From an optimization exercise on the open Yosys and OpenROAD flow, aimed at small area; shortcuts taken in it are not production practice. Only simulation tests tie the RTL to the original design; equivalence was not proved.

## the reference run
==> flow/design.v <==
module hvsync_generator(
    input clk,
    input rst,
    output vga_h_sync,
    output vga_v_sync,
    output reg [4:0] rx,
    output reg [5:0] qx,
    output reg [4:0] ry,
    output reg [4:0] qy
  );
    reg vga_HS, vga_VS;
    wire rxmax = rx[4] & rx[1] & rx[0];                       
    wire xmax  = qx[5] & qx[3];                               
    wire rymax = ry[4] & ry[1] & ry[0];                       
    wire ymax  = qy[4] & qy[3] & qy[1] & ry[2] & ry[0] & ~ry[1] & ~ry[3];  
    always @(posedge clk)
      if (rst | xmax) begin
        rx <= 0;
        qx <= 0;
      end else if (rxmax) begin
        rx <= 0;
        qx <= qx + 1;
      end else
        rx <= rx + 1;
    always @(posedge clk)
      if (rst | (xmax & ymax)) begin
        ry <= 0;
        qy <= 0;
      end else if (xmax) begin
        if (rymax) begin
          ry <= 0;
          qy <= qy + 1;
        end else
          ry <= ry + 1;
      end
    wire q32 = qx == 6'd32, q37 = qx == 6'd37;
    wire q33_36 = qx[5] & ~qx[3] & (qx[2] ? ~(qx[1] | qx[0]) : (qx[1] | qx[0]));
    wire hs_n = (q32 & rx[4] & (rx[1] | rx[0])) | q33_36 | (q37 & ~rx[4] & ~(rx[3] & rx[2]));
    wire vs_n = qy[4] & qy[3] & ~qy[1] & ~qy[0] & ry[3] & ~ry[2] & ry[1] & ry[0];
    always @(posedge clk)
    if (rst) begin
      vga_HS <= 0;
      vga_VS <= 0;
    end else begin
      vga_HS <= hs_n;
      vga_VS <= vs_n;
    end
    assign vga_h_sync = ~vga_HS;
    assign vga_v_sync = ~vga_VS;
endmodule
module AccelText(
    input clk,
    input rst,
    input [1:0] lsel,       
    input [2:0] cidx,       
    input [3:0] row,        
    input [3:0] col,        
    input inText,           
    input [7:0] ax,
    input [7:0] ay,
    input [7:0] az,
    output pix
);
    localparam [4095:0] ROM = 4096'hfc00000000000000000000000000000000000000000000000000000ffffffff00000000ffffffff0000000000000000ffff000e001c0038007000e001c0038007000e001c007800f000ffff00000000018001800180018001800180018003c006600c301818300c6006c00300000000c0036006300c18180c30066003c003c006600c301818300c6006c003000000000000000000000fe0301860044000400040007ff0700c400240024002300c0ff00000000000000ff0300c400240024002300c0ff0300c400240024002300c0ff0000000000000000c00180030006000c00180030006000c001800300060007ffe00000000000003e01e3c30063003300318030c0b07f300060006000c30180fe000000000000003e00e38180c30063000300018000c0e07f60006000600063ffe00000000000006000600060006007ffe060c06180630066006c00780070006000000000000000ff01008200c40024000400020001f80200040004002300c0ff00000000000007ffc001c001800600060018006001800200040004002300c0ff00000000000007ffe01800180018001800180018001800180018e01b801e00180000000000ff0300c4002800180018001800180018001800180014002300c0ff0;
    reg [7:0] a;
    always @(*)
        case (lsel)
            2'd1: a = ax;
            2'd2: a = ay;
            default: a = az;
        endcase
    wire [7:0] v = a[7] ? (~a) + 8'd1 : a;
    wire [6:0] w = v[7:1];
    wire [3:0] q = w / 7'd5;
    wire [2:0] r = w % 7'd5;
    wire h = q >= 4'd10;                       
    wire [3:0] t = h ? q - 4'd10 : q;          
    reg [3:0] code;
    always @(*)
        case (cidx)
            3'd0: code = 4'd9 + lsel;
            3'd1: code = 4'd13;
            3'd2: code = {3'b111, ~a[7]};
            3'd3: code = {3'b000, h};
            3'd4: code = t;
            default: code = {r, v[0]};
        endcase
    reg p;
    always @(posedge clk)
        if (rst)
            p <= 1'b0;
        else
            p <= inText & ROM[{code, row, col}];
    assign pix = p;
endmodule
module VGA(
    input clk,
    input rst,
    input [7:0] ax,
    input [7:0] ay,
    input [7:0] az,
    output [2:0] pixel,
    output hsync_out,
    output vsync_out
);
    wire [4:0] rx, ry, qy;
    wire [5:0] qx;
    wire pix;
    hvsync_generator hvsync (
        .clk(clk), .rst(rst),
        .vga_h_sync(hsync_out), .vga_v_sync(vsync_out),
        .rx(rx), .qx(qx), .ry(ry), .qy(qy)
    );
    wire [2:0] cidx = qx[2:0] + 3'd3;                  
    wire qx_in = (qx[5:3] == 3'd0 & qx[2] & (qx[1] | qx[0])) | (qx[5:3] == 3'd1 & ~qx[2] & ~(qx[1] & qx[0]));
    wire qy_in = qy[4:3] == 2'd0 & qy[2] & (qy[1] | qy[0]);
    wire inText = qx_in & qy_in & ~rx[4] & ~ry[4];
    AccelText accel_text_inst (
        .clk(clk), .rst(rst),
        .lsel(qy[1:0]), .cidx(cidx), .row(ry[3:0]), .col(rx[3:0]), .inText(inText),
        .ax(ax), .ay(ay), .az(az), .pix(pix)
    );
    assign pixel = {pix, 1'b0, pix};
endmodule
==> flow/config.mk <==
export PLATFORM = sky130hd
export DESIGN_NAME = VGA
export DESIGN_NICKNAME = VGA
export VERILOG_FILES = /design/flow/design.v
export SDC_FILE = /design/flow/constraint.sdc
export NUM_CORES = 4
export LEC_CHECK = 0
export CAP_MARGIN = 20
export CORE_MARGIN = 2
export CORE_UTILIZATION = 70
export PLACE_DENSITY = 0.85
export SLEW_MARGIN = 20
==> flow/constraint.sdc <==
create_clock -name core_clock -period 160.0 [get_ports {clk}]
set_input_delay 32.0000 -clock core_clock [delete_from_list [all_inputs] [get_ports {clk}]]
set_output_delay 32.0000 -clock core_clock [all_outputs]
set_load 0.01 [all_outputs]
standard.sh (not shown) runs the stock make flow with config.mk's settings and CLKGATE_MAP_FILE= SYNTH_SCRIPT=/design/flow/synth_recipe.tcl, a recipe that flattens the netlist after the stock synthesis.
==> flow/flow/run.sh <==
#!/bin/bash
bash standard.sh > standard.log 2>&1
diff inputs: the reference run => the trial run
==> flow/run.sh (new file) <==
#!/bin/bash
# synth_recipe.tcl (not shown) runs the flow's synth.tcl, then flattens the netlist and writes it again
# the make line also repeats each setting of config.mk as NAME=value (left out here)
make -C /OpenROAD-flow-scripts/flow DESIGN_CONFIG=/design/flow/config.mk WORK_HOME=/design/flow/orfs CLKGATE_MAP_FILE= SYNTH_SCRIPT=/design/flow/synth_recipe.tcl finish
removed: flow/flow/run.sh
removed: flow/standard.sh
[summary]
For number of well-tap cells placed, the trial run and the reference run come out practically identical.
For compound-gate portion of the synthesized area, the reference run and the trial run come out practically identical.
Xor and xnor fraction of the mapped netlist area essentially unchanged between the trial run and the reference run.

-- re-timing with driven ports --
The flow's constraints put no driver on any port. The routed layouts listed below were extracted and timed again, unchanged, in two steps. Step 1, drivers: a clkbuf_16 drives clk and a buf_2 each remaining input, both assumed. Step 2 times the ports against the registers' clock, not the clock port: input delays grow and output delays shrink by t, the midpoint of the rising clock arrivals with the driver on. a / b / c = no drivers / after step 1 / after step 2; a / b = the first two.
run	t (ns)	setup WS [ns]	worst data-port slew with drivers (ns)
the reference run	0.294	123.270 / 123.267 / 122.972	0.04
the trial run	0.294	123.270 / 123.267 / 122.972	0.04
After both steps every run listed still meets setup and hold.
